Source: an optimization exercise on an open RTL-to-GDS flow (aim: small area, a short achievable clock period and few clock cycles). Production flows keep margins and buffers that such runs may drop. Function was checked by simulation only, so behaviour that the tests miss may differ from the original. Power and IR drop assume default switching activity.

==> inputs of trial 50 <==
==> flow/design.v <==
module LIFO
	#(parameter N=6,    
	  parameter DW=32   
	)
(
	input wire clk,
	input wire push,            
	input wire [N+2:0] dep,     
	input wire [DW-1:0] dat_i,
	output reg [DW-1:0] dat_o   
);
	reg [DW-1:0] mem [0:N-1];
	genvar i;
	generate
		for (i = 0; i < N; i = i + 1) begin : g_ent
			always @(posedge clk)
				if (push && dep[i+2]) mem[i] <= dat_i;
		end
	endgenerate
	integer j;
	always @(*) begin
		dat_o = {DW{1'b0}};
		for (j = 0; j < N; j = j + 1)
			dat_o = dat_o | ({DW{dep[j+3]}} & mem[j]);
	end
endmodule
module calculator
	(
	input wire clk,
	input wire rst,
	output reg rdy,
	input wire req_valid,
	input wire [2:0] req_instr,
	input wire [31:0] req_operand,
	output reg result_valid,
	output wire [31:0] result,
	output reg [7:0] error
);
	reg [31:0] T;       
	reg [31:0] S;       
	reg [31:0] R;       
	reg [8:0]  dep;     
	reg        bmul;    
	reg        bdiv;    
	reg [4:0]  cnt;     
	wire lt2  = dep[0] | dep[1];
	wire full = dep[8];
	wire i_push = (req_instr == 3'd0);
	wire i_add  = (req_instr == 3'd1);
	wire i_sub  = (req_instr == 3'd2);
	wire i_mul  = (req_instr == 3'd3);
	wire i_div  = (req_instr == 3'd4);
	wire i_bad  = req_instr[2] & (req_instr[1] | req_instr[0]);
	always @(*) begin
		if (req_valid && !i_push && lt2) error = 8'd1;
		else if (req_valid && i_push && full) error = 8'd2;
		else if (req_valid && i_bad) error = 8'd3;
		else error = 8'd0;
	end
	wire ok  = i_push ? !full : (!lt2 && !i_bad);
	wire acc = rdy & req_valid & ok;
	wire [31:0] pop_val;
	LIFO #(6, 32) i_stack (
		.clk(clk),
		.push(acc & i_push),
		.dep(dep),
		.dat_i(S),
		.dat_o(pop_val)
	);
	wire [31:0] sub_b = rdy ? T : R;
	wire [32:0] diff  = {1'b0, S} - {1'b0, sub_b};
	wire        borrow = diff[32];
	wire [31:0] pp0 = {32{bmul ? R[0] : 1'b1}} & S;
	wire [31:0] pp1 = {32{bmul & R[1]}} & {S[30:0], 1'b0};
	wire [31:0] pp2 = {32{bmul & R[2]}} & {S[29:0], 2'b0};
	wire [31:0] pp3 = {32{bmul & R[3]}} & {S[28:0], 3'b0};
	wire [31:0] s1 = T ^ pp0 ^ pp1;
	wire [31:0] c1 = {((T & pp0) | (T & pp1) | (pp0 & pp1)), 1'b0};
	wire [31:0] s2 = pp2 ^ pp3 ^ s1;
	wire [31:0] c2 = {((pp2 & pp3) | (pp2 & s1) | (pp3 & s1)), 1'b0};
	wire [31:0] s3 = c1 ^ s2 ^ c2;
	wire [31:0] c3 = {((c1 & s2) | (c1 & c2) | (s2 & c2)), 1'b0};
	wire [31:0] sum = s3 + c3;
	function [5:0] clz;
		input [31:0] x;
		integer k;
		begin
			clz = 6'd32;
			for (k = 0; k < 32; k = k + 1)
				if (x[k]) clz = 6'd31 - k;
		end
	endfunction
	wire [5:0] zs = clz(S);
	wire [5:0] zt = clz(T);
	wire [5:0] dz = zt - zs;
	wire       div_now = (T == 32'd0) | (zt < zs);   
	wire [31:0] t_al = T << dz[4:0];
	wire mul_last = (R[31:4] == 28'd0);
	wire div_last = (cnt == 5'd0);
	wire done = (bmul & mul_last) | (bdiv & div_last);
	always @(posedge clk) begin
		if (rst) begin
			rdy <= 1'b1;
			result_valid <= 1'b0;
			dep <= 9'd1;
			bmul <= 1'b0;
			bdiv <= 1'b0;
		end else begin
			if (acc) begin
				if (i_push) begin
					dep <= {dep[7:0], 1'b0};
					result_valid <= 1'b1;
				end else if (i_add | i_sub | (i_div & div_now)) begin
					dep <= {1'b0, dep[8:1]};
				end else begin
					rdy <= 1'b0;
					result_valid <= 1'b0;
					bmul <= i_mul;
					bdiv <= i_div;
				end
			end
			if (done) begin
				rdy <= 1'b1;
				result_valid <= 1'b1;
				bmul <= 1'b0;
				bdiv <= 1'b0;
				dep <= {1'b0, dep[8:1]};
			end
		end
	end
	always @(posedge clk) begin
		if (acc) begin
			if (i_push) begin
				T <= req_operand;
				S <= T;
			end else if (i_add) begin
				T <= sum;
				S <= pop_val;
			end else if (i_sub) begin
				T <= diff[31:0];
				S <= pop_val;
			end else if (i_mul) begin
				T <= 32'd0;
				S <= borrow ? T : S;
				R <= borrow ? S : T;
			end else begin
				T <= (T == 32'd0) ? 32'hFFFFFFFF : 32'd0;
				if (div_now) S <= pop_val;
				R <= t_al;
				cnt <= dz[4:0];
			end
		end else if (bmul) begin
			T <= sum;
			S <= mul_last ? pop_val : {S[27:0], 4'b0};
			R <= {4'b0, R[31:4]};
		end else if (bdiv) begin
			T <= {T[30:0], ~borrow};
			if (div_last) S <= pop_val;
			else if (!borrow) S <= diff[31:0];
			R <= {1'b0, R[31:1]};
			cnt <= cnt - 5'd1;
		end
	end
	assign result = T;
endmodule
==> flow/run.sh <==
#!/bin/bash
# synth_recipe.tcl (not shown) runs the flow's synth.tcl, then flattens the netlist and writes it again
# the make line also repeats each setting of config.mk as NAME=value (left out here)
make -C /OpenROAD-flow-scripts/flow DESIGN_CONFIG=/design/flow/config.mk WORK_HOME=/design/flow/orfs CLKGATE_MAP_FILE= SYNTH_SCRIPT=/design/flow/synth_recipe.tcl finish
==> flow/config.mk <==
export PLATFORM = sky130hd
export DESIGN_NAME = calculator
export DESIGN_NICKNAME = calculator
export VERILOG_FILES = /design/flow/design.v
export SDC_FILE = /design/flow/constraint.sdc
export NUM_CORES = 4
export LEC_CHECK = 0
export CAP_MARGIN = 20
export CORE_MARGIN = 2
export CORE_UTILIZATION = 40
export SLEW_MARGIN = 20
==> flow/constraint.sdc <==
create_clock -name core_clock -period 9.0 [get_ports {clk}]
set_input_delay 1.8000 -clock core_clock [delete_from_list [all_inputs] [get_ports {clk}]]
set_output_delay 1.8000 -clock core_clock [all_outputs]
set_load 0.01 [all_outputs]
==> inputs of trial 59, as changes to trial 50 <==
==> flow/design.v, changed modules only <==
module calculator
	(
	input wire clk,
	input wire rst,
	output reg rdy,
	input wire req_valid,
	input wire [2:0] req_instr,
	input wire [31:0] req_operand,
	output reg result_valid,
	output wire [31:0] result,
	output reg [7:0] error
);
	reg [31:0] T;       
	reg [31:0] S;       
	reg [31:0] R;       
	reg        bm1;     
	reg [8:0]  dep;     
	reg        bmul;    
	reg        bdiv;    
	reg [4:0]  cnt;     
	wire lt2  = dep[0] | dep[1];
	wire full = dep[8];
	wire i_push = (req_instr == 3'd0);
	wire i_add  = (req_instr == 3'd1);
	wire i_sub  = (req_instr == 3'd2);
	wire i_mul  = (req_instr == 3'd3);
	wire i_bad  = req_instr[2] & (req_instr[1] | req_instr[0]);
	always @(*) begin
		if (req_valid && !i_push && lt2) error = 8'd1;
		else if (req_valid && i_push && full) error = 8'd2;
		else if (req_valid && i_bad) error = 8'd3;
		else error = 8'd0;
	end
	wire ok  = i_push ? !full : (!lt2 && !i_bad);
	wire acc = rdy & req_valid & ok;
	wire [31:0] pop_val;
	LIFO #(6, 32) i_stack (
		.clk(clk),
		.push(acc & i_push),
		.dep(dep),
		.dat_i(S),
		.dat_o(pop_val)
	);
	wire one0 = bmul ? (R[0] ^ bm1) : 1'b1;
	wire two0 = bmul & ((R[1] & ~R[0] & ~bm1) | (~R[1] & R[0] & bm1));
	wire neg0 = bmul & R[1];
	wire one1 = bmul & (R[2] ^ R[1]);
	wire two1 = bmul & ((R[3] & ~R[2] & ~R[1]) | (~R[3] & R[2] & R[1]));
	wire neg1 = bmul & R[3];
	wire [31:0] S2  = {S[30:0], 1'b0};
	wire [31:0] m0  = ({32{one0}} & S) | ({32{two0}} & S2);
	wire [31:0] m1  = ({32{one1}} & S) | ({32{two1}} & S2);
	wire [31:0] pp0 = m0 ^ {32{neg0}};
	wire [31:0] pp1 = {m1[29:0], 2'b00} ^ {32{neg1}};
	wire [31:0] cs_s = T ^ pp0 ^ pp1;
	wire [31:0] cs_c = {(T[30:0] & pp0[30:0]) | (T[30:0] & pp1[30:0]) | (pp0[30:0] & pp1[30:0]), neg0};
	wire [32:0] sum33 = {cs_s, neg1} + {cs_c, neg1};
	wire [31:0] sum = sum33[32:1];
	wire [31:0] sub_b = rdy ? T : R;
	wire [32:0] d1 = {1'b0, S} - {1'b0, sub_b};
	wire        b1 = d1[32];
	wire [5:0] zs, zt;
	calc_lzc i_lzs (.x(S), .z(zs));
	calc_lzc i_lzt (.x(T), .z(zt));
	wire [5:0] dz = zt - zs;
	wire       div_now = (T == 32'd0) | (zt < zs);   
	wire [31:0] t_al = T << dz[4:0];
	wire mul_last = (R[31:3] == 29'd0);
	wire div_last = (cnt == 5'd0);
	wire done = (bmul & mul_last) | (bdiv & div_last);
	always @(posedge clk) begin
		if (rst) begin
			rdy <= 1'b1;
			result_valid <= 1'b0;
			dep <= 9'd1;
			bmul <= 1'b0;
			bdiv <= 1'b0;
		end else begin
			if (acc) begin
				if (i_push) begin
					dep <= {dep[7:0], 1'b0};
					result_valid <= 1'b1;
				end else if (!i_mul && !(req_instr[2] && !div_now)) begin
					dep <= {1'b0, dep[8:1]};
				end else begin
					rdy <= 1'b0;
					result_valid <= 1'b0;
					bmul <= i_mul;
					bdiv <= !i_mul;
				end
			end
			if (done) begin
				rdy <= 1'b1;
				result_valid <= 1'b1;
				bmul <= 1'b0;
				bdiv <= 1'b0;
				dep <= {1'b0, dep[8:1]};
			end
		end
	end
	always @(posedge clk) begin
		if (acc) begin
			if (i_push) begin
				T <= req_operand;
				S <= T;
			end else if (i_add) begin
				T <= sum;
				S <= pop_val;
			end else if (i_sub) begin
				T <= d1[31:0];
				S <= pop_val;
			end else if (i_mul) begin
				T <= 32'd0;
				S <= b1 ? T : S;
				R <= b1 ? S : T;
				bm1 <= 1'b0;
			end else begin
				T <= (T == 32'd0) ? 32'hFFFFFFFF : 32'd0;
				if (div_now) S <= pop_val;
				R <= t_al;
				cnt <= dz[4:0];
			end
		end else if (bmul) begin
			T <= sum;
			S <= mul_last ? pop_val : {S[27:0], 4'b0};
			R <= {4'b0, R[31:4]};
			bm1 <= R[3];
		end else if (bdiv) begin
			T <= {T[30:0], ~b1};
			if (div_last) S <= pop_val;
			else if (!b1) S <= d1[31:0];
			R <= {1'b0, R[31:1]};
			cnt <= cnt - 5'd1;
		end
	end
	assign result = T;
endmodule
module calc_lzc (
	input wire [31:0] x,
	output wire [5:0] z
);
	wire [15:0] v1;
	wire [15:0] z1;
	genvar i;
	generate
		for (i = 0; i < 16; i = i + 1) begin : g1
			assign v1[i] = x[2*i+1] | x[2*i];
			assign z1[i] = ~x[2*i+1];
		end
	endgenerate
	wire [7:0] v2;
	wire [15:0] z2;
	generate
		for (i = 0; i < 8; i = i + 1) begin : g2
			assign v2[i] = v1[2*i+1] | v1[2*i];
			assign z2[2*i+1:2*i] = v1[2*i+1] ? {1'b0, z1[2*i+1]} : {1'b1, z1[2*i]};
		end
	endgenerate
	wire [3:0] v3;
	wire [11:0] z3;
	generate
		for (i = 0; i < 4; i = i + 1) begin : g3
			assign v3[i] = v2[2*i+1] | v2[2*i];
			assign z3[3*i+2:3*i] = v2[2*i+1] ? {1'b0, z2[4*i+3:4*i+2]} : {1'b1, z2[4*i+1:4*i]};
		end
	endgenerate
	wire [1:0] v4;
	wire [7:0] z4;
	generate
		for (i = 0; i < 2; i = i + 1) begin : g4
			assign v4[i] = v3[2*i+1] | v3[2*i];
			assign z4[4*i+3:4*i] = v3[2*i+1] ? {1'b0, z3[6*i+5:6*i+3]} : {1'b1, z3[6*i+2:6*i]};
		end
	endgenerate
	assign z = v4[1] ? {2'b00, z4[7:4]} : v4[0] ? {2'b01, z4[3:0]} : 6'd32;
endmodule
ABC_AREA = 1   (was default)
SETUP_SLACK_MARGIN = 4.5   (was default)
==> inputs of trial 43, as changes to trial 50 <==
==> flow/design.v, changed modules only <==
module calculator
	(
	input wire clk,
	input wire rst,
	output reg rdy,
	input wire req_valid,
	input wire [2:0] req_instr,
	input wire [31:0] req_operand,
	output reg result_valid,
	output wire [31:0] result,
	output reg [7:0] error
);
	reg [31:0] T;       
	reg [31:0] S;       
	reg [31:0] R;       
	reg        bm1;     
	reg [8:0]  dep;     
	reg        bmul;    
	reg        bdiv;    
	reg [4:0]  cnt;     
	wire lt2  = dep[0] | dep[1];
	wire full = dep[8];
	wire i_push = (req_instr == 3'd0);
	wire i_add  = (req_instr == 3'd1);
	wire i_sub  = (req_instr == 3'd2);
	wire i_mul  = (req_instr == 3'd3);
	wire i_bad  = req_instr[2] & (req_instr[1] | req_instr[0]);
	always @(*) begin
		if (req_valid && !i_push && lt2) error = 8'd1;
		else if (req_valid && i_push && full) error = 8'd2;
		else if (req_valid && i_bad) error = 8'd3;
		else error = 8'd0;
	end
	wire ok  = i_push ? !full : (!lt2 && !i_bad);
	wire acc = rdy & req_valid & ok;
	wire [31:0] pop_val;
	LIFO #(6, 32) i_stack (
		.clk(clk),
		.push(acc & i_push),
		.dep(dep),
		.dat_i(S),
		.dat_o(pop_val)
	);
	wire one0 = bmul ? (R[0] ^ bm1) : 1'b1;
	wire two0 = bmul & ((R[1] & ~R[0] & ~bm1) | (~R[1] & R[0] & bm1));
	wire neg0 = bmul & R[1];
	wire one1 = bmul & (R[2] ^ R[1]);
	wire two1 = bmul & ((R[3] & ~R[2] & ~R[1]) | (~R[3] & R[2] & R[1]));
	wire neg1 = bmul & R[3];
	wire [31:0] S2  = {S[30:0], 1'b0};
	wire [31:0] m0  = ({32{one0}} & S) | ({32{two0}} & S2);
	wire [31:0] m1  = ({32{one1}} & S) | ({32{two1}} & S2);
	wire [31:0] pp0 = m0 ^ {32{neg0}};
	wire [31:0] pp1 = {m1[29:0], 2'b00} ^ {32{neg1}};
	wire [31:0] cs_s = T ^ pp0 ^ pp1;
	wire [31:0] cs_c = {(T[30:0] & pp0[30:0]) | (T[30:0] & pp1[30:0]) | (pp0[30:0] & pp1[30:0]), neg0};
	wire [32:0] sum33 = {cs_s, neg1} + {cs_c, neg1};
	wire [31:0] sum = sum33[32:1];
	wire [32:0] d1 = {1'b0, S} - {1'b0, R};
	wire        b1 = d1[32];
	wire [5:0] zs, zt;
	calc_lzc i_lzs (.x(S), .z(zs));
	calc_lzc i_lzt (.x(T), .z(zt));
	wire [6:0] dz = {1'b0, zt} - {1'b0, zs};
	wire       t_zero = zt[5];                         
	wire       div_now = t_zero | dz[6];               
	wire [31:0] t_al = T << dz[4:0];
	wire mul_last = (R[31:3] == 29'd0);
	wire div_last = (cnt == 5'd0);
	wire done = (bmul & mul_last) | (bdiv & div_last);
	always @(posedge clk) begin
		if (rst) begin
			rdy <= 1'b1;
			result_valid <= 1'b0;
			dep <= 9'd1;
			bmul <= 1'b0;
			bdiv <= 1'b0;
		end else begin
			if (acc) begin
				if (i_push) begin
					dep <= {dep[7:0], 1'b0};
					result_valid <= 1'b1;
				end else if (!i_mul && !(req_instr[2] && !div_now)) begin
					dep <= {1'b0, dep[8:1]};
				end else begin
					rdy <= 1'b0;
					result_valid <= 1'b0;
					bmul <= i_mul;
					bdiv <= !i_mul;
				end
			end
			if (done) begin
				rdy <= 1'b1;
				result_valid <= 1'b1;
				bmul <= 1'b0;
				bdiv <= 1'b0;
				dep <= {1'b0, dep[8:1]};
			end
		end
	end
	wire a_push = acc & i_push;
	wire a_add  = acc & i_add;
	wire a_sub  = acc & i_sub;
	wire a_mul  = acc & i_mul;
	wire a_div  = acc & req_instr[2];
	wire sT_op   = a_push;
	wire sT_sum  = a_add | bmul;
	wire sT_sub  = a_sub;
	wire sT_q    = bdiv;
	wire sT_ones = a_div & t_zero;
	wire enT     = acc | bmul | bdiv;
	wire [31:0] T_d = ({32{sT_op}} & req_operand) | ({32{sT_sum}} & sum)
	                | ({32{sT_sub}} & d1[31:0]) | ({32{sT_q}} & {T[30:0], ~b1})
	                | {32{sT_ones}};
	wire sS_T   = a_push | (a_mul & b1);
	wire sS_pop = a_add | a_sub | (a_div & div_now) | (bmul & mul_last) | (bdiv & div_last);
	wire sS_sh  = bmul & ~mul_last;
	wire sS_d   = bdiv & ~div_last & ~b1;
	wire enS    = sS_T | sS_pop | sS_sh | sS_d;
	wire [31:0] S_d = ({32{sS_T}} & T) | ({32{sS_pop}} & pop_val)
	                | ({32{sS_sh}} & {S[27:0], 4'b0}) | ({32{sS_d}} & d1[31:0]);
	wire sR_S  = a_mul & b1;
	wire sR_al = a_div & ~div_now;
	wire sR_4  = bmul & ~mul_last;
	wire sR_1  = bdiv & ~div_last;
	wire sR_T  = (acc & ~i_mul & ~(req_instr[2] & ~div_now)) | done;
	wire enR   = sR_S | sR_al | sR_4 | sR_1 | sR_T;
	wire [31:0] R_d = ({32{sR_S}} & S) | ({32{sR_al}} & t_al) | ({32{sR_T}} & T_d)
	                | ({32{sR_4}} & {4'b0, R[31:4]}) | ({32{sR_1}} & {1'b0, R[31:1]});
	always @(posedge clk) begin
		if (enT) T <= T_d;
		if (enS) S <= S_d;
		if (enR) R <= R_d;
		if (a_mul) bm1 <= 1'b0;
		else if (bmul) bm1 <= R[3];
		if (a_div) cnt <= dz[4:0];
		else if (bdiv) cnt <= cnt - 5'd1;
	end
	assign result = T;
endmodule
module calc_lzc (
	input wire [31:0] x,
	output wire [5:0] z
);
	wire [15:0] v1;
	wire [15:0] z1;
	genvar i;
	generate
		for (i = 0; i < 16; i = i + 1) begin : g1
			assign v1[i] = x[2*i+1] | x[2*i];
			assign z1[i] = ~x[2*i+1];
		end
	endgenerate
	wire [7:0] v2;
	wire [15:0] z2;
	generate
		for (i = 0; i < 8; i = i + 1) begin : g2
			assign v2[i] = v1[2*i+1] | v1[2*i];
			assign z2[2*i+1:2*i] = v1[2*i+1] ? {1'b0, z1[2*i+1]} : {1'b1, z1[2*i]};
		end
	endgenerate
	wire [3:0] v3;
	wire [11:0] z3;
	generate
		for (i = 0; i < 4; i = i + 1) begin : g3
			assign v3[i] = v2[2*i+1] | v2[2*i];
			assign z3[3*i+2:3*i] = v2[2*i+1] ? {1'b0, z2[4*i+3:4*i+2]} : {1'b1, z2[4*i+1:4*i]};
		end
	endgenerate
	wire [1:0] v4;
	wire [7:0] z4;
	generate
		for (i = 0; i < 2; i = i + 1) begin : g4
			assign v4[i] = v3[2*i+1] | v3[2*i];
			assign z4[4*i+3:4*i] = v3[2*i+1] ? {1'b0, z3[6*i+5:6*i+3]} : {1'b1, z3[6*i+2:6*i]};
		end
	endgenerate
	assign z = v4[1] ? {2'b00, z4[7:4]} : v4[0] ? {2'b01, z4[3:0]} : 6'd32;
endmodule
ABC_AREA = 1   (was default)
CAP_MARGIN = 0   (was 20)
CORE_UTILIZATION = 50   (was 40)
CTS_BUF_LIST = sky130_fd_sc_hd__clkbuf_4 sky130_fd_sc_hd__clkbuf_8   (was default)
SETUP_SLACK_MARGIN = 4.5   (was default)
SLEW_MARGIN = 0   (was 20)
==> notes.md <==
Against trial 43, the sequential power of trial 50 is larger by about 7%.
Against trial 59, the non-clock buffer count of trial 43 is lower by 11.
The lowest hold slack belongs to trial 43, the highest to trial 50.
Clock skew, lowest first: trial 50, trial 59, trial 43.
Setup slack, lowest first: trial 50, trial 59, trial 43.
Testbench counts of trial 50, summed over its fixed seeds: cycles 7,320.
Testbench counts of trial 59, summed over its fixed seeds: cycles 7,484.
Testbench counts of trial 43, summed over its fixed seeds: cycles 7,484.

-- static timing again, ports no longer ideal --
How much do the figures lean on ideal ports? The routed layouts below were timed once more, with nothing changed but the port constraints.
Step 1 assumes that a clkbuf_16 drives the clock port and a buf_2 every other input.
Step 2 also shifts input and output timing later by t, the mid clock arrival at the registers, as if the neighbouring blocks saw the same clock.
Slacks: ideal / step 1 / step 2; pairs: ideal / step 1.
run | shift t [ns] | setup slack, ns | slew at the worst register clock pin (ns) | worst slew at a driven data input, ns
trial 50 | 0.607 | 2.640 / 2.640 / 2.640 | 0.07 / 0.07 | 0.04
trial 59 | 0.608 | 4.429 / 4.391 / 4.017 | 0.08 / 0.08 | 0.07
trial 43 | 0.653 | 4.555 / 4.552 / 4.364 | 0.07 / 0.07 | 0.08
After both steps every run listed still meets setup and hold. The setup slack of trial 59, which loses most, moves by -0.038 ns with the drivers and by -0.412 ns with both steps.
